This design comes from an exercise in tuning for small area on the open sky130 flow, not from production work.
Function was checked by simulation only, so behaviour that the tests miss may differ from the original.
No run shown here takes its clock network from TritonCTS; it comes from the design's own scripts or RTL.
The clock port is modelled as an ideal driver, which makes a skipped or thinned clock tree look cheaper than it is; a real chip needs a root buffer or a tree.
Power and IR drop assume default switching activity.

<file path="flow/run.sh">
#!/bin/bash
# Own flow: the standard flow (standard.sh), with these changes:
#  - synthesis is ORFS's synthesis (synth_recipe.tcl) with a deepsyn-based ABC
#    script (flow/abc_nf.script or flow/abc_amap.script) in place of ORFS's
#    area script, and no adder extraction. It is run for several deepsyn seeds
#    with each script, and the smallest netlist whose pre-layout setup slack
#    is at least MIN_WNS is kept;
#  - the port buffers are sky130_fd_sc_hd__buf_1;
#  - clock distribution is one level of clock buffers, each driving a group
#    of registers (flow/clock_buffer.tcl, run in place of TritonCTS in ORFS's
#    cts step).
# Each tool's output goes to a log file of its own in this folder.
set -euo pipefail
W=$PWD
export PLATFORM_DIR="$FLOW_HOME/platforms/sky130hd"
SEEDS="$(seq 1 16)"
SCRIPTS="nf amap"
MIN_WNS=1.0e-9
JOBS=${NUM_CORES:-8}

synth_candidate() {  # $1 = script, $2 = seed
  local C="$W/cand/$1_s$2"
  rm -rf "$C"; mkdir -p "$C"
  cp -r "$FLOW_HOME/scripts" "$C/scripts_mod"
  sed "s/@SEED@/$2/" "$W/flow/abc_$1.script" > "$C/scripts_mod/abc_area.script"
  bash standard.sh WORK_HOME="$C/orfs" SCRIPTS_DIR="$C/scripts_mod" ADDER_MAP_FILE= NUM_CORES=1 synth > "$W/synth_$1_s$2.log" 2>&1 || true
}

mkdir -p "$W/cand"
running=0
for sc in $SCRIPTS; do
  for s in $SEEDS; do
    if (( running >= JOBS )); then wait -n || true; running=$((running - 1)); fi
    running=$((running + 1))
    synth_candidate "$sc" "$s" &
  done
done
wait

best=""; best_area=""
for sc in $SCRIPTS; do
  for s in $SEEDS; do
    C="$W/cand/${sc}_s$s"
    NET="$C/orfs/results/sky130hd/Signal_generator/base/1_2_yosys.v"
    [[ -f "$NET" ]] || continue
    area=$(grep -o "Chip area for module[^:]*: [0-9.]*" "$C/orfs/reports/sky130hd/Signal_generator/base/synth_stat.txt" | awk '{print $NF}' | head -1)
    CAND_NETLIST="$NET" openroad -no_init -exit "$W/flow/sta.tcl" > "$W/sta_${sc}_s$s.log" 2>&1 || true
    wns=$(grep "^CAND_WNS" "$W/sta_${sc}_s$s.log" | awk '{print $2}')
    echo "$sc seed $s area $area wns $wns" >> "$W/candidates.log"
    [[ -n "$area" && -n "$wns" ]] || continue
    if python3 -c "import sys; sys.exit(0 if float('$wns') >= $MIN_WNS else 1)"; then
      if [[ -z "$best" ]] || python3 -c "import sys; sys.exit(0 if float('$area') < float('$best_area') else 1)"; then
        best="$sc $s"; best_area=$area
      fi
    fi
  done
done
[[ -n "$best" ]] || best="nf 1"
set -- $best
echo "chosen $1 seed $2 area $best_area" >> "$W/candidates.log"
for d in "$W"/cand/*; do rm -rf "$d/scripts_mod" "$d/orfs/results" "$d/orfs/objects"; done

rm -rf "$W/scripts_mod"
cp -r "$FLOW_HOME/scripts" "$W/scripts_mod"
sed "s/@SEED@/$2/" "$W/flow/abc_$1.script" > "$W/scripts_mod/abc_area.script"
bash standard.sh SCRIPTS_DIR="$W/scripts_mod" ADDER_MAP_FILE= synth > "$W/synth.log" 2>&1

PORTBUF="-buffer_cell sky130_fd_sc_hd__buf_1"
export CLOCK_SLEW_TARGET_PS=105
bash standard.sh BUFFER_PORTS_ARGS="$PORTBUF" place > "$W/place.log" 2>&1
rm -rf "$W/scripts_cts"
cp -r "$FLOW_HOME/scripts" "$W/scripts_cts"
sed -i "s#^log_cmd clock_tree_synthesis .*#source $W/flow/clock_buffer.tcl#" "$W/scripts_cts/cts.tcl"
grep -q "flow/clock_buffer.tcl" "$W/scripts_cts/cts.tcl"
bash standard.sh BUFFER_PORTS_ARGS="$PORTBUF" SCRIPTS_DIR="$W/scripts_cts" cts > "$W/cts.log" 2>&1
bash standard.sh BUFFER_PORTS_ARGS="$PORTBUF" > "$W/layout.log" 2>&1
</file>
<file path="flow/abc_amap.script">
strash
&get -n
&deepsyn -J 100 -S @SEED@
&put
dch -f
amap
topo
</file>
<file path="flow/abc_nf.script">
strash
&get -n
&deepsyn -J 100 -S @SEED@
&nf -p -R 100
&put
</file>
<file path="flow/clock_buffer.tcl">
# Clock distribution in place of TritonCTS. The register clock pins are split
# into groups by position (bisection along x, then y); one clock buffer, placed
# at its group's centroid, drives each group, and the clock port drives only
# these buffers. The configurations in CLOCK_BUFFER_CONFIGS ({cell groups}
# pairs, smallest area first) are tried in turn, and the first one whose
# clock-pin slews, estimated from the placement, are all at most
# CLOCK_SLEW_TARGET_PS is kept (else the last one).
set block [ord::get_db_block]
set db [ord::get_db]
set clk_port [lindex [get_property [lindex [all_clocks] 0] sources] 0]
set clk_net [$block findNet [get_full_name $clk_port]]
set configs {{sky130_fd_sc_hd__clkbuf_16 1} {sky130_fd_sc_hd__clkbuf_8 3} {sky130_fd_sc_hd__clkbuf_16 2} {sky130_fd_sc_hd__clkbuf_16 3}}
if {[info exists ::env(CLOCK_BUFFER_CONFIGS)]} { set configs $::env(CLOCK_BUFFER_CONFIGS) }
set slew_target 105
if {[info exists ::env(CLOCK_SLEW_TARGET_PS)]} { set slew_target $::env(CLOCK_SLEW_TARGET_PS) }

# sinks as {iterm x y}
set sinks {}
foreach it [$clk_net getITerms] {
  set box [[$it getInst] getBBox]
  lappend sinks [list $it [expr {([$box xMin] + [$box xMax]) / 2}] [expr {([$box yMin] + [$box yMax]) / 2}]]
}
set sink_pins {}
foreach s $sinks {
  set it [lindex $s 0]
  lappend sink_pins "[[$it getInst] getName]/[[$it getMTerm] getName]"
}

# split a list of sinks into n groups: bisect along x at depth 0, y at depth 1, ...
proc split_sinks {sinks n depth} {
  if {$n <= 1} { return [list $sinks] }
  set idx [expr {$depth % 2 == 0 ? 1 : 2}]
  set sorted [lsort -integer -index $idx $sinks]
  set n1 [expr {$n / 2}]
  set cut [expr {[llength $sorted] * $n1 / $n}]
  set a [lrange $sorted 0 [expr {$cut - 1}]]
  set b [lrange $sorted $cut end]
  return [concat [split_sinks $a $n1 [expr {$depth + 1}]] [split_sinks $b [expr {$n - $n1}] [expr {$depth + 1}]]]
}

proc insert_clock_buffers {cell ngroups} {
  global block db clk_net sinks
  set master [$db findMaster $cell]
  set made {}
  set g 0
  foreach group [split_sinks $sinks $ngroups 0] {
    set n [llength $group]
    if {$n == 0} { continue }
    set sx 0
    set sy 0
    foreach s $group {
      set sx [expr {$sx + [lindex $s 1]}]
      set sy [expr {$sy + [lindex $s 2]}]
    }
    set name [$clk_net getName]
    set buf [odb::dbInst_create $block $master clkbuf_${g}_$name]
    set net [odb::dbNet_create $block clknet_${g}_$name]
    $net setSigType CLOCK
    foreach s $group {
      set it [lindex $s 0]
      $it disconnect
      $it connect $net
    }
    [$buf findITerm A] connect $clk_net
    [$buf findITerm X] connect $net
    $buf setLocation [expr {$sx / $n}] [expr {$sy / $n}]
    $buf setPlacementStatus PLACED
    lappend made [list $buf $net]
    incr g
  }
  return $made
}

proc remove_clock_buffers {made} {
  global clk_net sinks
  foreach s $sinks {
    set it [lindex $s 0]
    $it disconnect
    $it connect $clk_net
  }
  foreach m $made {
    odb::dbInst_destroy [lindex $m 0]
    odb::dbNet_destroy [lindex $m 1]
  }
}

set_propagated_clock [all_clocks]
set last [lindex $configs end]
foreach cfg $configs {
  lassign $cfg cell ngroups
  set made [insert_clock_buffers $cell $ngroups]
  global_connect
  estimate_parasitics -placement
  set worst 0
  foreach p $sink_pins {
    foreach edge {rise fall} {
      set s [expr {[sta::time_ui_sta [get_property [get_pins $p] slew_max_$edge]] * 1e12}]
      set worst [expr {max($worst, $s)}]
    }
  }
  puts "clock_buffer: $ngroups x $cell, estimated worst clock-pin slew [format %.1f $worst] ps"
  if {$worst <= $slew_target || $cfg eq $last} { break }
  remove_clock_buffers $made
}
puts "clock_buffer: kept $ngroups x $cell"
</file>
<file path="flow/sta.tcl">
# Pre-layout setup slack of a synthesized netlist (no wires), for choosing among candidates.
read_lef $::env(PLATFORM_DIR)/lef/sky130_fd_sc_hd.tlef
read_lef $::env(PLATFORM_DIR)/lef/sky130_fd_sc_hd_merged.lef
read_liberty $::env(PLATFORM_DIR)/lib/sky130_fd_sc_hd__tt_025C_1v80.lib
read_verilog $::env(CAND_NETLIST)
link_design $::env(FLOW_TOP)
read_sdc $::env(FLOW_SDC)
puts "CAND_WNS [sta::worst_slack_cmd max]"
</file>
<file path="standard.sh">
#!/bin/bash
# synth_recipe.tcl (not shown) runs the flow's synth.tcl, then flattens the netlist and writes it again
# the make line also repeats each setting of config.mk as NAME=value (left out here)
make -C /OpenROAD-flow-scripts/flow DESIGN_CONFIG=/design/flow/config.mk WORK_HOME=/design/flow/orfs CLKGATE_MAP_FILE= SYNTH_SCRIPT=/design/flow/synth_recipe.tcl "${@:-finish}"
</file>
<file path="config.mk">
export PLATFORM = sky130hd
export DESIGN_NAME = Signal_generator
export DESIGN_NICKNAME = Signal_generator
export VERILOG_FILES = /design/flow/design.v
export SDC_FILE = /design/flow/constraint.sdc
export NUM_CORES = 8
export LEC_CHECK = 0
export ABC_AREA = 1
export CAP_MARGIN = 20
export CORE_MARGIN = 2
export CORE_UTILIZATION = 65
export GPL_TIMING_DRIVEN = 0
export PLACE_DENSITY = 0.75
export SLEW_MARGIN = 20
</file>
<file path="constraint.sdc">
create_clock -name core_clock -period 5.0 [get_ports {CLOCK_50}]
set_input_delay 1.0000 -clock core_clock [delete_from_list [all_inputs] [get_ports {CLOCK_50}]]
set_output_delay 1.0000 -clock core_clock [all_outputs]
set_load 0.01 [all_outputs]
</file>
<file path="design.v">
module Signal_generator(CLOCK_50, rst, data, signal);
input CLOCK_50;
input rst;
input [7:0] data;
output [15:0] signal;
reg [3:0] bit_ctl;
reg [7:0] nb_count;
reg [15:0] signal;
reg [7:0] sinAddr;
wire n0;
wire n1;
wire n2;
wire n3;
wire n4;
wire n5;
wire n6;
wire n7;
wire n8;
wire n9;
wire n10;
wire n11;
wire n12;
wire n13;
wire n14;
wire n15;
wire n16;
wire n17;
wire n18;
wire n19;
wire n20;
wire n21;
wire n22;
wire n23;
wire n24;
wire n25;
wire n26;
wire n27;
wire n28;
wire n29;
wire n30;
wire n31;
wire n32;
wire n33;
wire n34;
wire n35;
wire n36;
wire n37;
wire n38;
wire n39;
wire n40;
wire n41;
wire n42;
wire n43;
wire n44;
wire n45;
wire n46;
wire n47;
wire n48;
wire n49;
wire n50;
wire n51;
wire n52;
wire n53;
wire n54;
wire n55;
wire n56;
wire n57;
wire n58;
wire n59;
wire n60;
wire n61;
wire n62;
wire n63;
wire n64;
wire n65;
wire n66;
wire n67;
wire n68;
wire n69;
wire n70;
wire n71;
wire n72;
wire n73;
wire n74;
wire n75;
wire n76;
wire n77;
wire n78;
wire n79;
wire n80;
wire n81;
wire n82;
wire n83;
wire n84;
wire n85;
wire n86;
wire n87;
wire n88;
wire n89;
wire n90;
wire n91;
wire n92;
wire n93;
wire n94;
wire n95;
wire n96;
wire n97;
wire n98;
wire n99;
wire n100;
wire n101;
wire n102;
wire n103;
wire n104;
wire n105;
wire n106;
wire n107;
wire n108;
wire n109;
wire n110;
wire n111;
wire n112;
wire n113;
wire n114;
wire n115;
wire n116;
wire n117;
wire n118;
wire n119;
wire n120;
wire n121;
wire n122;
wire n123;
wire n124;
wire n125;
wire n126;
wire n127;
wire n128;
wire n129;
wire n130;
wire n131;
wire n132;
wire n133;
wire n134;
wire n135;
wire n136;
wire n137;
wire n138;
wire n139;
wire n140;
wire n141;
wire n142;
wire n143;
wire n144;
wire n145;
wire n146;
wire n147;
wire n148;
wire n149;
wire n150;
wire n151;
wire n152;
wire n153;
wire n154;
wire n155;
wire n156;
wire n157;
wire n158;
wire n159;
wire n160;
wire n161;
wire n162;
wire n163;
wire n164;
wire n165;
wire n166;
wire n167;
wire n168;
wire n169;
wire n170;
wire n171;
wire n172;
wire n173;
wire n174;
wire n175;
wire n176;
wire n177;
wire n178;
wire n179;
wire n180;
wire n181;
wire n182;
wire n183;
wire n184;
wire n185;
wire n186;
wire n187;
wire n188;
wire n189;
wire n190;
wire n191;
wire n192;
wire n193;
wire n194;
wire n195;
wire n196;
wire n197;
wire n198;
wire n199;
wire n200;
wire n201;
wire n202;
wire n203;
wire n204;
wire n205;
wire n206;
wire n207;
wire n208;
wire n209;
wire n210;
wire n211;
wire n212;
wire n213;
wire n214;
wire n215;
wire n216;
wire n217;
wire n218;
wire n219;
wire n220;
wire n221;
wire n222;
wire n223;
wire n224;
wire n225;
wire n226;
wire n227;
wire n228;
wire n229;
wire n230;
wire n231;
wire n232;
wire n233;
wire n234;
wire n235;
wire n236;
wire n237;
wire n238;
wire n239;
wire n240;
wire n241;
wire n242;
wire n243;
wire n244;
wire n245;
wire n246;
wire n247;
wire n248;
wire n249;
wire n250;
wire n251;
wire n252;
wire n253;
wire n254;
wire n255;
wire n256;
wire n257;
wire n258;
wire n259;
wire n260;
wire n261;
wire n262;
assign n0 = (~sinAddr[0]);
assign n1 = (~data[6]);
assign n2 = (~data[3]);
assign n3 = (nb_count[0]&nb_count[1]&nb_count[2]);
assign n4 = (nb_count[3]&nb_count[4]&n3);
assign n5 = (nb_count[6]&nb_count[5]&n4);
assign n6 = (~nb_count[5]&~nb_count[6]) | (~n4&~nb_count[6]);
assign n7 = (~rst&~n5&~n6);
assign n8 = (nb_count[7]&n5);
assign n9 = (~bit_ctl[1]) | (~bit_ctl[0]) | (~n8);
assign n10 = (~n9&bit_ctl[2]);
assign n11 = (~bit_ctl[3]&~n10);
assign n12 = (~rst&~n8);
assign n13 = (~bit_ctl[3]&~rst);
assign n14 = (~n12&~n13);
assign n15 = (~bit_ctl[3]&~rst) | (~n8&~rst);
assign n16 = (~n11&~n14);
assign n17 = (~nb_count[3]&~nb_count[4]) | (~n3&~nb_count[4]);
assign n18 = (~rst&~n4&~n17);
assign n19 = (~nb_count[0]&~nb_count[2]) | (~nb_count[1]&~nb_count[2]);
assign n20 = (~rst&~n3&~n19);
assign n21 = (~bit_ctl[0]&~bit_ctl[1]) | (~n8&~bit_ctl[1]);
assign n22 = (~n9) | (~n15);
assign n23 = (~n21&~n22);
assign n24 = (~bit_ctl[0]&~n8) | (bit_ctl[0]&n8);
assign n25 = (~n14&~n24);
assign n26 = (~bit_ctl[1]&~bit_ctl[0]) | (~n1&~bit_ctl[0]);
assign n27 = (~bit_ctl[1]&~data[4]) | (~n26);
assign n28 = (data[7]) | (~bit_ctl[1]);
assign n29 = (~bit_ctl[1]&~data[5]) | (~n28) | (~bit_ctl[0]);
assign n30 = (~bit_ctl[1]&~data[1]) | (~bit_ctl[0]);
assign n31 = (~bit_ctl[1]&~n30) | (~n2&~n30);
assign n32 = (~data[2]&bit_ctl[1]);
assign n33 = (~bit_ctl[1]&~data[0]);
assign n34 = (~bit_ctl[0]&~n32&~n33);
assign n35 = (~bit_ctl[2]&~n31&~n34);
assign n36 = (~bit_ctl[2]&~n35&~bit_ctl[3]) | (~n27&~n35&~bit_ctl[3]) | (~n29&~n35&~bit_ctl[3]);
assign n37 = (~n0&~bit_ctl[3]) | (~n36&~bit_ctl[3]);
assign n38 = (sinAddr[1]&n37);
assign n39 = (sinAddr[2]&sinAddr[1]&n37);
assign n40 = (sinAddr[3]&n39);
assign n41 = (sinAddr[5]&sinAddr[4]&n40);
assign n42 = (~sinAddr[6]&~n41);
assign n43 = (sinAddr[6]&n41);
assign n44 = (~rst&~n42&~n43);
assign n45 = (~sinAddr[4]&~sinAddr[5]) | (~n40&~sinAddr[5]);
assign n46 = (~rst&~n41&~n45);
assign n47 = (~sinAddr[2]&~n38);
assign n48 = (~rst&~n39&~n47);
assign n49 = (~sinAddr[1]&~n37);
assign n50 = (~rst&~n38&~n49);
assign n51 = (~bit_ctl[1]&~bit_ctl[2]) | (~bit_ctl[0]&~bit_ctl[2]) | (~n8&~bit_ctl[2]);
assign n52 = (~n10&~n14&~n51);
assign n53 = (~nb_count[7]&~n5);
assign n54 = (~rst&~n8&~n53);
assign n55 = (~sinAddr[0]&~n36) | (sinAddr[0]&n36);
assign n56 = (~rst&~n55);
assign n57 = (~sinAddr[4]&~rst) | (~n40&~rst);
assign n58 = (sinAddr[4]&n57) | (n40&n57);
assign n59 = (~sinAddr[3]&~n39);
assign n60 = (~rst&~n40&~n59);
assign n61 = (~sinAddr[1]&~sinAddr[0]);
assign n62 = (sinAddr[2]) | (sinAddr[1]) | (sinAddr[0]);
assign n63 = (~sinAddr[3]&~n62) | (~sinAddr[6]);
assign n64 = (~sinAddr[4]&~sinAddr[3]&~n62) | (~sinAddr[6]);
assign n65 = (sinAddr[5]) | (~n13) | (~n64) | (~sinAddr[6]);
assign n66 = (~n65);
assign n67 = (~sinAddr[5]&~n64) | (sinAddr[5]&n64);
assign n68 = (n13&n67);
assign n69 = (~n13) | (~n67);
assign n70 = (~n66&~n68);
assign n71 = (~n65) | (~n69);
assign n72 = (~sinAddr[6]) | (~n62);
assign n73 = (sinAddr[3]&~n72) | (~sinAddr[3]&n72);
assign n74 = (~sinAddr[3]&~n72) | (sinAddr[3]&n72);
assign n75 = (~bit_ctl[3]&~rst&~n73);
assign n76 = (~n13) | (~n74);
assign n77 = (~sinAddr[1]&~sinAddr[0]) | (~sinAddr[6]);
assign n78 = (sinAddr[2]&~n77) | (~sinAddr[2]&n77);
assign n79 = (~sinAddr[2]&~n77) | (sinAddr[2]&n77);
assign n80 = (~bit_ctl[3]&~rst&~n78);
assign n81 = (~n13) | (~n79);
assign n82 = (~sinAddr[1]) | (~n0);
assign n83 = (~bit_ctl[3]&~rst&~n82);
assign n84 = (~sinAddr[0]) | (~n13);
assign n85 = (~sinAddr[6]&~sinAddr[1]) | (sinAddr[6]&sinAddr[1]);
assign n86 = (~n84&~n85);
assign n87 = (~n83&~n86);
assign n88 = (n83) | (n86);
assign n89 = (~n81) | (~n87);
assign n90 = (~n76) | (~n81) | (~n87);
assign n91 = (sinAddr[4]&~n63) | (~sinAddr[4]&n63);
assign n92 = (~bit_ctl[3]&~rst&~n91);
assign n93 = (n91) | (~n13);
assign n94 = (~n74&~n84) | (~n93);
assign n95 = (~n71&~n90&~n94) | (~sinAddr[7]);
assign n96 = (~n95);
assign n97 = (~n79) | (~n88);
assign n98 = (~n74&~n97) | (~n92);
assign n99 = (~n79&~n75) | (~n88&~n75);
assign n100 = (~n76) | (~n97);
assign n101 = (~n89) | (~n99);
assign n102 = (~sinAddr[0]) | (~n73) | (~n79) | (~n88);
assign n103 = (n86&n102) | (n101&n102);
assign n104 = (~sinAddr[0]) | (~n13) | (~n85);
assign n105 = (n83) | (~n104);
assign n106 = (~sinAddr[0]) | (~n81);
assign n107 = (~n75) | (~n106);
assign n108 = (~n75) | (~n105) | (~n106);
assign n109 = (~n103&~n98) | (~n108&~n98);
assign n110 = (~n76&~n79);
assign n111 = (~n87) | (~n110);
assign n112 = (~n93) | (~n111);
assign n113 = (~n76) | (~n78);
assign n114 = (~n81) | (~n105);
assign n115 = (~n75) | (~n114);
assign n116 = (~n75) | (~n97) | (~n114);
assign n117 = (~n116);
assign n118 = (~n82&~n113) | (~n116);
assign n119 = (~sinAddr[0]&~n118) | (~n113&~n118);
assign n120 = (~n112&~n119) | (~n68);
assign n121 = (~sinAddr[0]) | (~n89) | (~n99);
assign n122 = (~n93) | (~n121);
assign n123 = (~sinAddr[1]&~sinAddr[0]) | (~n80);
assign n124 = (~n73&~n123);
assign n125 = (~n122&~n124);
assign n126 = (~n81&~n74) | (~n104&~n74);
assign n127 = (n123&n126);
assign n128 = (~sinAddr[0]&~n127) | (~n73&~n127);
assign n129 = (~n78&~n84);
assign n130 = (~n93&~n129);
assign n131 = (~n128&~n125) | (~n130&~n125);
assign n132 = (~n62&~n76);
assign n133 = (~n71&~n131&~n132) | (~n109&~n120);
assign n134 = (~sinAddr[7]&~n133) | (~n66&~n133);
assign n135 = (~nb_count[0]&~rst);
assign n136 = (~n133&sinAddr[7]);
assign n137 = (~n92) | (~n100);
assign n138 = (~n103) | (~n114) | (~n130);
assign n139 = (~n137) | (~n138);
assign n140 = (~n102) | (~n108);
assign n141 = (n122&~n139) | (n122&~n123) | (n140&~n139) | (n140&~n123);
assign n142 = (~n74&~n87);
assign n143 = (~n0) | (~n80);
assign n144 = (~n0) | (~n80) | (~n142);
assign n145 = (~n83&~n126) | (~n144) | (~n92);
assign n146 = (~n68) | (~n91);
assign n147 = (~n104&~n146) | (~n110&~n146);
assign n148 = (~n74&~n97) | (~n0);
assign n149 = (~n102) | (~n147) | (~n148);
assign n150 = (~n145&~n70) | (~n149&~n70);
assign n151 = (~n71&~n141) | (n150);
assign n152 = (~n136&~n151) | (n136&n151);
assign n153 = (~n84&~n85) | (~n81);
assign n154 = (~n75) | (~n153);
assign n155 = (~n93) | (~n154);
assign n156 = (~n67) | (~n75);
assign n157 = (~n65) | (~n156);
assign n158 = (~n68&~n155&~n157) | (~n68&~n137&~n157) | (~n153&~n155&~n157) | (~n153&~n137&~n157);
assign n159 = (~n96&~n158) | (n96&n158);
assign n160 = (~n76&~n110) | (~n153&~n110);
assign n161 = (~n155&~n99) | (~n98&~n110);
assign n162 = (~n161&~n71) | (~n146&~n160);
assign n163 = (~n96&~n162) | (n96&n162);
assign n164 = (~n125&~n146) | (~n125&~n90) | (~n143&~n146) | (~n143&~n90);
assign n165 = (~n80&~n107) | (~n87&~n107);
assign n166 = (~n61&~n76);
assign n167 = (~n81&~n86) | (~n166);
assign n168 = (~n92) | (~n167);
assign n169 = (n112&n168) | (n124&n168) | (n165&n168);
assign n170 = (~n99&~n169&~n71) | (~n153&~n169&~n71);
assign n171 = (~n164&~n170);
assign n172 = (~n95&~n171) | (n95&n171);
assign n173 = (~n86&~n123);
assign n174 = (n107&n111) | (n173);
assign n175 = (~n174&n62);
assign n176 = (~n93) | (~n175);
assign n177 = (~n74) | (~n88);
assign n178 = (~n107) | (~n177);
assign n179 = (~n79) | (~n82);
assign n180 = (~n92&~n71) | (~n178&~n71) | (~n179&~n71);
assign n181 = (~n67) | (~n92);
assign n182 = (~n73) | (~n105);
assign n183 = (~n167) | (~n182);
assign n184 = (~n183&~n146) | (~n101&~n181);
assign n185 = (~n103&~n184) | (~n176&~n184) | (~n180&~n184);
assign n186 = (~n95&~n185) | (n95&n185);
assign n187 = (~n76&~n124&~n175) | (~n114&~n124&~n175);
assign n188 = (~n85&~n187&~n91) | (~n129&~n187&~n91);
assign n189 = (~n93&~n188) | (~n177&~n188) | (~n182&~n188);
assign n190 = (~n132&~n142);
assign n191 = (n91) | (n132) | (n142);
assign n192 = (~n68) | (~n191);
assign n193 = (~n94&~n175);
assign n194 = (~n192&~n193) | (~n71&~n189);
assign n195 = (~n96&~n194) | (n96&n194);
assign n196 = (~sinAddr[0]&~n76);
assign n197 = (~n89&~n94) | (~n196&~n94);
assign n198 = (~sinAddr[0]&~n93) | (~n99&~n93);
assign n199 = (~n75&~n173) | (~n87&~n173);
assign n200 = (~n198&~n197) | (~n199&~n197);
assign n201 = (~n93&~n198) | (~n93&~n115) | (~n177&~n198) | (~n177&~n115);
assign n202 = (~n201&~n69) | (~n71&~n200);
assign n203 = (~n96&~n202) | (n96&n202);
assign n204 = (~n81&~n86) | (~n106);
assign n205 = (~n166) | (~n204);
assign n206 = (~n92) | (~n113) | (~n144) | (~n205);
assign n207 = (~n81&~n74) | (~n62&~n76) | (~n93);
assign n208 = (~n206&~n71) | (~n207&~n71);
assign n209 = (~n142&~n165&~n181&~n124) | (~n143&~n165&~n181&~n124);
assign n210 = (~n67&~n208&~n209) | (~n75&~n208&~n209) | (~n197&~n208&~n209);
assign n211 = (~n95&~n210) | (n95&n210);
assign n212 = (~n92) | (~n97);
assign n213 = (~n190&~n212) | (~n199&~n212);
assign n214 = (~n93&~n213) | (~n190&~n213);
assign n215 = (~n101) | (~n144);
assign n216 = (n97&n178) | (n215) | (n146);
assign n217 = (~n79&~n76) | (~n104&~n76);
assign n218 = (~n142&~n217) | (~n102);
assign n219 = (~n218&~n181) | (~n71&~n214) | (~n216);
assign n220 = (~n71&~n177&~n212) | (~n96);
assign n221 = (n219&~n220) | (~n219&n220);
assign n222 = (~n76) | (~n204);
assign n223 = (~n143&n222) | (~n178&n222);
assign n224 = (~n223&~n93) | (~n94&~n117) | (~n69);
assign n225 = (~n89&~n73) | (~n143&~n73);
assign n226 = (~n225&n128);
assign n227 = (~n75) | (~n179);
assign n228 = (~n75&~n181) | (~n179&~n181);
assign n229 = (~n100&~n127) | (~n228);
assign n230 = (~n146&~n226) | (~n229) | (~n224) | (~n65);
assign n231 = (~n220&~n230) | (n220&n230);
assign n232 = (~n144&~n146) | (n220);
assign n233 = (~n87&~n223) | (~n92);
assign n234 = (~n91&~n71) | (~n165&~n71);
assign n235 = (~n206) | (~n227);
assign n236 = (~n116&~n181) | (~n235&~n181);
assign n237 = (~n76) | (~n114) | (~n143);
assign n238 = (~n174&~n192) | (~n237&~n192);
assign n239 = (~n233&~n236&~n238) | (~n234&~n236&~n238);
assign n240 = (~n232&~n239) | (n232&n239);
assign n241 = (n191) | (~n235);
assign n242 = (~n112&~n196&~n215) | (~n241);
assign n243 = (~n121&~n222&~n242) | (~n121&~n222&~n70) | (~n121&~n228&~n242) | (~n147&~n222&~n242) | (~n121&~n228&~n70) | (~n147&~n222&~n70) | (~n147&~n228&~n242) | (~n147&~n228&~n70);
assign n244 = (~n93&~n232) | (~n170&~n232);
assign n245 = (~n232&~n243) | (~n244&n243);
assign n246 = (~n133&sinAddr[7]) | (~n151&sinAddr[7]);
assign n247 = (~n93) | (~n205);
assign n248 = (~n86&~n187&~n247) | (~n138) | (~n68);
assign n249 = (~n89) | (~n143) | (~n198);
assign n250 = (~n127&~n247) | (~n249) | (~n69);
assign n251 = (~n65) | (~n248) | (~n250);
assign n252 = (n246&~n251) | (~n246&n251);
assign n253 = (~n70) | (~n137);
assign n254 = (~n95&~n253) | (n95&n253);
assign n255 = (~sinAddr[7]&~n43) | (rst);
assign n256 = (~sinAddr[7]&~n255) | (~n43&~n255);
assign n257 = (~nb_count[5]&~rst) | (~n4&~rst);
assign n258 = (nb_count[5]&n257) | (n4&n257);
assign n259 = (~nb_count[3]&~rst) | (~n3&~rst);
assign n260 = (nb_count[3]&n259) | (n3&n259);
assign n261 = (~nb_count[0]&~rst) | (~nb_count[1]&~rst);
assign n262 = (nb_count[0]&n261) | (nb_count[1]&n261);
always @(posedge CLOCK_50)
begin
	bit_ctl[0] <= n25;
	bit_ctl[1] <= n23;
	bit_ctl[2] <= n52;
	bit_ctl[3] <= n16;
	nb_count[0] <= n135;
	nb_count[1] <= n262;
	nb_count[2] <= n20;
	nb_count[3] <= n260;
	nb_count[4] <= n18;
	nb_count[5] <= n258;
	nb_count[6] <= n7;
	nb_count[7] <= n54;
	signal[0] <= n134;
	signal[10] <= n186;
	signal[11] <= n172;
	signal[12] <= n163;
	signal[13] <= n159;
	signal[14] <= n254;
	signal[15] <= n95;
	signal[1] <= n152;
	signal[2] <= n252;
	signal[3] <= n245;
	signal[4] <= n240;
	signal[5] <= n231;
	signal[6] <= n221;
	signal[7] <= n211;
	signal[8] <= n203;
	signal[9] <= n195;
	sinAddr[0] <= n56;
	sinAddr[1] <= n50;
	sinAddr[2] <= n48;
	sinAddr[3] <= n60;
	sinAddr[4] <= n58;
	sinAddr[5] <= n46;
	sinAddr[6] <= n44;
	sinAddr[7] <= n256;
end
endmodule
</file>
==> reports/metrics.csv, run 1 <==
stage;metric;value;unit
die;Die Wd;61.96;um
synth;syn nets;352;
global_routing;vias in the first global route;2283;
route;DR WL/cell;15.36;um
global_routing;largest net degree at the start of global routing;17;
synth;post-synthesis adder-cell area fraction;0;
timing;fin crit share;0.9562;
layout;Fillers;278;
worst_setup_path;Crit path required time;5.03;ns
timing;worst slew pin tran;0.7275;ns
layout;Ant. Diodes;0;
cts;Post-CTS Setup Bufs;0;
cts;clock latency on the worst-skew pair;0.15;ns
worst_setup_path;Worst EP arrival;4.81;ns
pwr;power share of the sequential group;0.560;
timing;Final Worst Setup Slack;0.2189;ns
placement;PortBufs;25;
timing;setup TNS;0;ns
timing;fmax;209.2;MHz
timing;unrepaired setup endpoints after global routing;no;
layout;Layout area overhead;9.742;%
status;status;no timing/DRC/antenna violations;
route;DRT Pass-1 Iters;11;
synth;mapped cell area;0.002183;mm2
route;Residual DRC;0;
die;die height;61.96;um
synth;post-synthesis mux area share;0;
synth;Post-Synth Simple-Gate Area;0.3123;
timing;Layout Skew;0.02313;ns
global_routing;GRT Total Usage;0.3542;
timing;final-report max-slew violation count;0;
pwr;clock share of power;0.236;
synth;Synth Area in XOR/XNOR;0;
synth;register bit count reported by yosys;36;
die;Placeable Area;0.003284;mm2
worst_setup_path;r2r setup slk;0.36;ns
timing;Max-slew headroom;0.5132;
placement;GPL Wtd Cong;1.144;
die;initial core utilization;0.6648;
die;IO Pins;26;
synth;sequential share of the synthesized area;0.3301;
worst_hold_path;Hold Crit Class;flip-flop to flip-flop;
worst_setup_path;Crit Path Max Fanout;15;
route;vias per inst;6.428;
route;DRT antenna net count;0;
route;drt total wl;6389;um
synth;main combinational cell family by area after synthesis;simple AND/OR/NAND/NOR gates;
pwr;internal power;0.0003909;W
pwr;Net Sw Frac;0.2898;
timing;Fin. Hold Viols;0;
timing;Final Setup Violations;0;
synth;Yosys cell types;24;
pwr;net switching power;0.0001595;W
global_routing;first-pass GRT wire length;10370;um
pwr;pwr dens;229.7;mW/mm2
global_routing;initial antenna violation count;0;
route;via count;2674;
pwr;Comb pwr share;0.203;
layout;FF+latch area;720.7;um2
worst_hold_path;hold-critical path depth;1;
pwr;P_leak;0.8178;nW
synth;yosys warns;1;
job;max_cap viols;0;
worst_setup_path;Worst Setup End Kind;flip-flop;
cts;Clock Pin Slew Worst Setup and Hold Paths;0.08;ns
pwr;VDD IR max;0.2218;mV
timing;Hold WS;0.4540;ns
timing;min Tclk post-route;4.781;ns
synth;syn_area_per_cell;6.384;um2
placement;pre-CTS WS;-0.3364;ns
layout;multi-input combinational cell area;0.001351;mm2
global_routing;Congestion Overflow GR;0;
placement;DP HPWL;4670;um
worst_setup_path;kind of critical path;primary input to flip-flop;
layout;layout cells sized above 1;0.02432;
worst_setup_path;Critical Path Source Type;primary input;
worst_setup_path;path depth of the worst reg2reg path;16;
die;FP Rows;21;
synth;Syn Inst Count;342;
route;drt first-iter violations;377;
synth;complex-gate fraction of the synthesized area;0.2991;
die;DIE AREA;0.003838;mm2
layout;fin nets;382;
==> flip-flops by register name, summed over array words and instances, names as in the netlist <==
signal and cells:
bit_ctl 4, nb_count 8, signal 16, sinAddr 8
==> logic make-up after synthesis <==
family                 count (synthesis)
AND/OR/NAND/NOR                      165
AO/OA/AOI/OAI                        107
flip-flops                            36
buffers and inverters                 34
==> cells in the mapped netlist <==
| library cell | count | area share |
|---|---|---|
| a211oi_1 | 8 | 0.028 |
| a21oi_1 | 20 | 0.046 |
| a221oi_1 | 1 | 0.0040 |
| a31oi_1 | 5 | 0.014 |
| and2_0 | 2 | 0.0057 |
| and3_1 | 4 | 0.011 |
| clkinv_1 | 34 | 0.058 |
| dfxtp_1 | 36 | 0.33 |
| nand2_1 | 27 | 0.046 |
| nand3_1 | 2 | 0.0046 |
| nor2_1 | 99 | 0.17 |
| nor2b_1 | 2 | 0.0057 |
| nor3_1 | 26 | 0.060 |
| nor4_1 | 1 | 0.0029 |
| o2111ai_1 | 1 | 0.0040 |
| o21a_1 | 4 | 0.014 |
| o21ai_0 | 44 | 0.10 |
| o221a_1 | 1 | 0.0052 |
| o221ai_1 | 7 | 0.028 |
| o22a_1 | 2 | 0.0080 |
| o22ai_1 | 6 | 0.017 |
| o31ai_1 | 3 | 0.010 |
| o32ai_1 | 5 | 0.020 |
| or2_0 | 2 | 0.0057 |
==> cells in the final DEF (no fill, tap or decap), types with 3 or more instances in the layout <==
| master | count |
|---|---|
| a211oi_1 | 8 |
| a21oi_1 | 20 |
| a31oi_1 | 4 |
| and3_1 | 4 |
| buf_1 | 25 |
| clkbuf_8 | 3 |
| clkinv_1 | 31 |
| dfxtp_1 | 36 |
| nand2_1 | 27 |
| nor2_1 | 97 |
| nor3_1 | 26 |
| o21a_1 | 4 |
| o21ai_0 | 44 |
| o221ai_1 | 7 |
| o22ai_1 | 6 |
| o31ai_1 | 3 |
| o32ai_1 | 5 |
==> metal layers <==
metal	share of wire	vias up	global-route usage	wire length, um
li1	-	1262	-	-
met1	0.37	1120	0.4528	2383
met4	0.077	0	0.1581	489
met5	0	-	0	0
met3	0.12	70	0.06211	760
met2	0.43	222	0.5804	2756
==> final cells by class <==
cell class | count | share of cell area
plain buffers | 3 | 0.01723
inverters | 34 | 0.05483
multi-input cells | 272 | 0.5640
flip-flops and latches | 36 | 0.3008
well taps | 46 | 0.02402
repair buffers | 25 | 0.03916
==> power groups by stage <==
stage                     clock, W  combinational (W)  sequential (W)
final                     0.000130           0.000112        0.000308
after global routing      0.000142           0.000124        0.000311
after CTS                 0.000133           0.000106        0.000308
after detailed placement         0           0.000105        0.000315
after global placement           0           0.000105        0.000315
after floorplan                  0          0.0000711        0.000318
==> per-stage QoR <==
step / utilization / cell area [um2] / std cells / total power, W
floorplan: - / 2183 / 342 / 0.0003896
global placement: 0.7109 / 2335 / 413 / 0.0004194
detailed placement: 0.7109 / 2335 / 413 / 0.0004201
CTS: 0.7261 / 2385 / 416 / 0.0005471
global route: 0.7295 / 2396 / 416 / 0.0005765
finish: 0.7295 / 2396 / 416 / 0.0005504
==> critical path, cell delays in order <==
cell and delay, ns:
buf_1 0.46, or2_1 0.44, or2_0 0.22, nor2b_1 0.12
nor2_1 0.36, nor2_1 0.19, nor2_1 0.31, o21ai_0 0.27
o22ai_1 0.41, nor3_1 0.14, nor2_1 0.11, nor2_1 0.04
o32ai_1 0.38, o21ai_0 0.17, nor2_1 0.12, a21oi_1 0.04
==> timing repair <==
action | in CTS | in global routing
resized for setup | 2 | 6
setup endpoints to repair | 4 | 9
pin swaps | 0 | 0
hold buffers | 0 | 0
==> path summary, 6_finish.rpt <==
check	start	to
setup / recovery	rst	signal[2]
hold / removal	nb_count[0]	nb_count[0]
setup reg to reg	sinAddr[0]	signal[2]
hold reg to reg	nb_count[0]	nb_count[0]
==> run 2, diff against run 1 <==
--- a/flow/run.sh
+++ b/flow/run.sh
@@ -13,7 +13,7 @@
 set -euo pipefail
 W=$PWD
 export PLATFORM_DIR="$FLOW_HOME/platforms/sky130hd"
-SEEDS="$(seq 1 16)"
+SEEDS="$(seq 1 24)"
 SCRIPTS="nf amap"
 MIN_WNS=1.0e-9
 JOBS=${NUM_CORES:-8}
--- a/flow/clock_buffer.tcl
+++ b/flow/clock_buffer.tcl
@@ -9,7 +9,7 @@
 set db [ord::get_db]
 set clk_port [lindex [get_property [lindex [all_clocks] 0] sources] 0]
 set clk_net [$block findNet [get_full_name $clk_port]]
-set configs {{sky130_fd_sc_hd__clkbuf_16 1} {sky130_fd_sc_hd__clkbuf_8 3} {sky130_fd_sc_hd__clkbuf_16 2} {sky130_fd_sc_hd__clkbuf_16 3}}
+set configs {{sky130_fd_sc_hd__clkbuf_16 1} {sky130_fd_sc_hd__clkbuf_8 2} {sky130_fd_sc_hd__clkbuf_8 3} {sky130_fd_sc_hd__clkbuf_16 2} {sky130_fd_sc_hd__clkbuf_16 3}}
 if {[info exists ::env(CLOCK_BUFFER_CONFIGS)]} { set configs $::env(CLOCK_BUFFER_CONFIGS) }
 set slew_target 105
 if {[info exists ::env(CLOCK_SLEW_TARGET_PS)]} { set slew_target $::env(CLOCK_SLEW_TARGET_PS) }
==> reports/metrics.csv, run 2 <==
stage;metric;value;unit;change
layout;max FFs per register;16;;unchanged
pwr;net switching power;0.0001618;W;+1.5%
layout;most frequent cells in the layout;nor2_1, o21ai_0, dfxtp_1;;
worst_setup_path;Critical Path Source Type;flip-flop;;
layout;fin nets;382;;unchanged
synth;most numerous cell in the Yosys netlist;nor2_1;;
pwr;Power, Total;0.0005531;W;+0.49%
route;DR WL/cell;15.33;um;-0.20%
timing;Final Setup Violations;0;;unchanged
synth;top post-synthesis cells by area;dfxtp_1, nor2_1, o21ai_0;;
worst_hold_path;Hold Crit Class;flip-flop to flip-flop;;
cts;clock latency on the worst-skew pair;0.15;ns;about the same
route;DRT Pass-1 Iters;6;;-5
pwr;pwr dens;231.8;mW/mm2;+0.91%
status;status;no timing/DRC/antenna violations;;
route;vias per inst;6.325;;-1.6%
layout;Ant. Diodes;0;;unchanged
timing;Layout Skew;0.02118;ns;-0.001948 ns
timing;Fin. Hold Viols;0;;unchanged
synth;Post-Synth Simple-Gate Area;0.3046;;-0.007674
route;drt first-iter violations;374;;-0.80%
timing;setup TNS;0;ns;unchanged
pwr;clock share of power;0.234;;-0.002
synth;Yosys cell types;30;;+25%
die;Placeable Area;0.003284;mm2;unchanged
global_routing;initial antenna violation count;0;;unchanged
worst_setup_path;Worst Setup End Kind;flip-flop;;
placement;PortBufs;25;;unchanged
global_routing;Congestion Overflow GR;0;;unchanged
worst_setup_path;Crit Path Max Fanout;12;;-3
placement;pre-CTS WS;-0.1186;ns;+0.2178 ns
synth;sequential share of the synthesized area;0.3305;;+0.0003788
die;IO Pins;26;;unchanged
synth;complex-gate fraction of the synthesized area;0.3046;;+0.005507
cts;Post-CTS Setup Bufs;0;;unchanged
synth;register bit count reported by yosys;36;;unchanged
global_routing;first-pass GRT wire length;9915;um;-4.4%
global_routing;GRT Total Usage;0.3380;;-0.01615
timing;Max-slew headroom;0.3690;;-0.1442
cts;CTS Hold Bufs;0;;unchanged
synth;post-synthesis mux area share;0;;unchanged
die;Die Wd;61.93;um;about the same
global_routing;vias in the first global route;2276;;-0.31%
timing;worst slew pin tran;0.9366;ns;+0.2091 ns
synth;Yosys top cell by area;dfxtp_1;;
cts;Clock Pin Slew Worst Setup and Hold Paths;0.10;ns;+0.02 ns
synth;Syn Inst Count;342;;unchanged
synth;Post-synth ARST share;0;;unchanged
layout;Post-Layout Cell Count;416;;unchanged
layout;FF+latch area;720.7;um2;unchanged
synth;Synth Area in XOR/XNOR;0;;unchanged
die;die height;61.93;um;about the same
timing;min Tclk post-route;4.765;ns;-0.01599 ns
pwr;internal power;0.0003913;W;about the same
timing;fin crit share;0.9530;;-0.003198
timing;Hold WS;0.4569;ns;+0.002971 ns
layout;Top Registers;signal x16, nb_count x8, sinAddr x8;;
layout;Fillers;263;;-5.4%
placement;DP HPWL;4690;um;+0.43%
die;DIE AREA;0.003835;mm2;about the same
synth;Synth top area share;0.3305;;+0.0003788
synth;Commonest cells post-synth;nor2_1, o21ai_0, dfxtp_1, clkinv_1, a21oi_1;;
synth;number of flops mapped to enable cells by yosys;0;;unchanged
timing;Final Worst Setup Slack;0.2348;ns;+0.01599 ns
pwr;Net Sw Frac;0.2926;;+0.002780
route;drt total wl;6376;um;-0.20%
placement;GPL Wtd Cong;1.161;;+1.5%
die;initial core utilization;0.6640;;-0.0007618
worst_setup_path;Worst EP arrival;4.83;ns;+0.02 ns
timing;fmax;209.9;MHz;+0.34%
worst_setup_path;kind of critical path;flip-flop to flip-flop;;
layout;leading cell type in the layout, fill and taps excluded;nor2_1;;
placement;placed cell count;413;;unchanged
synth;syn_area_per_cell;6.377;um2;-0.11%
worst_setup_path;Crit path required time;5.07;ns;+0.04 ns
synth;post-synthesis adder-cell area fraction;0;;unchanged
synth;mapped cell area;0.002181;mm2;-0.11%
synth;syn nets;352;;unchanged
pwr;P_leak;0.8069;nW;-1.3%
layout;multi-input combinational cell area;0.001336;mm2;-1.1%
layout;Biggest register;signal;;
route;via count;2631;;-1.6%
cts;Post-CTS Resized;0;;-2
job;max_cap viols;0;;unchanged
synth;Main synth FF type;dfxtp_1;;
route;DRT antenna net count;0;;unchanged
timing;final-report max-slew violation count;0;;unchanged
route;Residual DRC;0;;unchanged
global_routing;largest net degree at the start of global routing;18;;+1
synth;yosys warns;1;;unchanged
layout;Layout area overhead;9.409;%;
layout;layout cells sized above 1;0.01622;;-0.008108
pwr;VDD IR max;0.1915;mV;-14%
pwr;Comb pwr share;0.209;;+0.006
synth;main combinational cell family by area after synthesis;simple AND/OR/NAND/NOR gates;;
pwr;power share of the sequential group;0.557;;-0.003
die;FP Rows;21;;unchanged
[run 2: cell types whose count changed in the layout (fill, tap and decap cells not counted), sizes merged, moves of 3 or more]
cell / previous run / this run
clkinv: 31 / 34
nor3: 26 / 22
a21oi: 20 / 25
nand2: 27 / 22
o21ai: 44 / 38
o32ai: 5 / 2
o22ai: 6 / 12
nor2: 99 / 107
[run 2: worst paths after layout]
path | slack [ns] | end | start | cells after the start
hold / removal | 0.46 | nb_count[0] | nb_count[0] | 1
setup reg to reg | 0.23 | signal[2] | sinAddr[0] | 16
setup / recovery | 0.23 | signal[2] | sinAddr[0] | 16
hold reg to reg | 0.46 | nb_count[0] | nb_count[0] | 1
[run 2: routing by layer]
layer | share of wire | up-vias | wire length [um] | track usage
met5 | 0 | - | 0 | 0
met4 | 0.063 | 0 | 403 | 0.1824
met3 | 0.11 | 68 | 719 | 0.07660
met2 | 0.44 | 180 | 2807 | 0.5308
met1 | 0.38 | 1116 | 2446 | 0.4307
li1 | - | 1267 | - | -
[run 2: area by class of cell]
cell class,count,area share
sequential,36,0.3020
tap,46,0.02412
buffer,3,0.01730
timing repair buffer,25,0.03985
inverter,35,0.05663
multi-input combinational,271,0.5600
[run 2: critical path, stage by stage (launching register included)]
cell and delay [ns]:
dfxtp_1 0.59, nor2_1 0.14, nand2_1 0.21, clkinv_1 0.13, nor2_1 0.14, o21ai_1 0.31
nor2_1 0.78, clkinv_1 0.58, nor2_1 0.35, clkinv_1 0.13, o21ai_0 0.35, a31oi_1 0.11
o32ai_1 0.39, nor2_1 0.12, a21oi_1 0.18, nor2_1 0.06, a21oi_1 0.12
[run 2: logic make-up (layout without fill, tap and decap cells)]
family	Yosys count	after routing
simple gates	162	162
compound gates	109	109
flops	36	36
buf+inv	35	63
[run 2: per-stage QoR]
stage	utilization	instance area, um2
floorplan	-	2181
global placement	0.7101	2332
detailed placement	0.7101	2332
CTS	0.7227	2374
global route	0.7265	2386
finish	0.7265	2386
[run 2: power groups by stage]
| stage | logic [W] | clock network, W | registers (W) |
|---|---|---|---|
| global placement | 0.000109 | 0 | 0.000314 |
| detailed placement | 0.000108 | 0 | 0.000314 |
| finish | 0.000115 | 0.000130 | 0.000308 |
| CTS | 0.000109 | 0.000130 | 0.000308 |
| floorplan | 0.0000720 | 0 | 0.000318 |
| global route | 0.000125 | 0.000140 | 0.000310 |

## re-timing with driven ports
No port has a modelled driver above. Below, the same layouts with a new extraction and two added sets of constraints. Step 1 assumes that a clkbuf_16 drives the clock port and a buf_2 every other input. Step 2 also shifts input and output timing later by t, the mid clock arrival at the registers, as if the neighbouring blocks saw the same clock. a / b / c = no drivers / after step 1 / after step 2; a / b = the first two.
| run | shift t [ns] | setup slack, ns | worst register clock-pin slew, ns |
|---|---|---|---|
| run 1 | 0.184 | 0.219 / 0.237 / 0.053 | 0.10 / 0.10 |
| run 2 | 0.191 | 0.235 / 0.235 / 0.109 | 0.10 / 0.10 |
After both steps setup and hold are still met in every run listed. For run 1, which loses most, drivers alone change the setup slack by +0.018 ns; drivers and shift together by -0.166 ns.
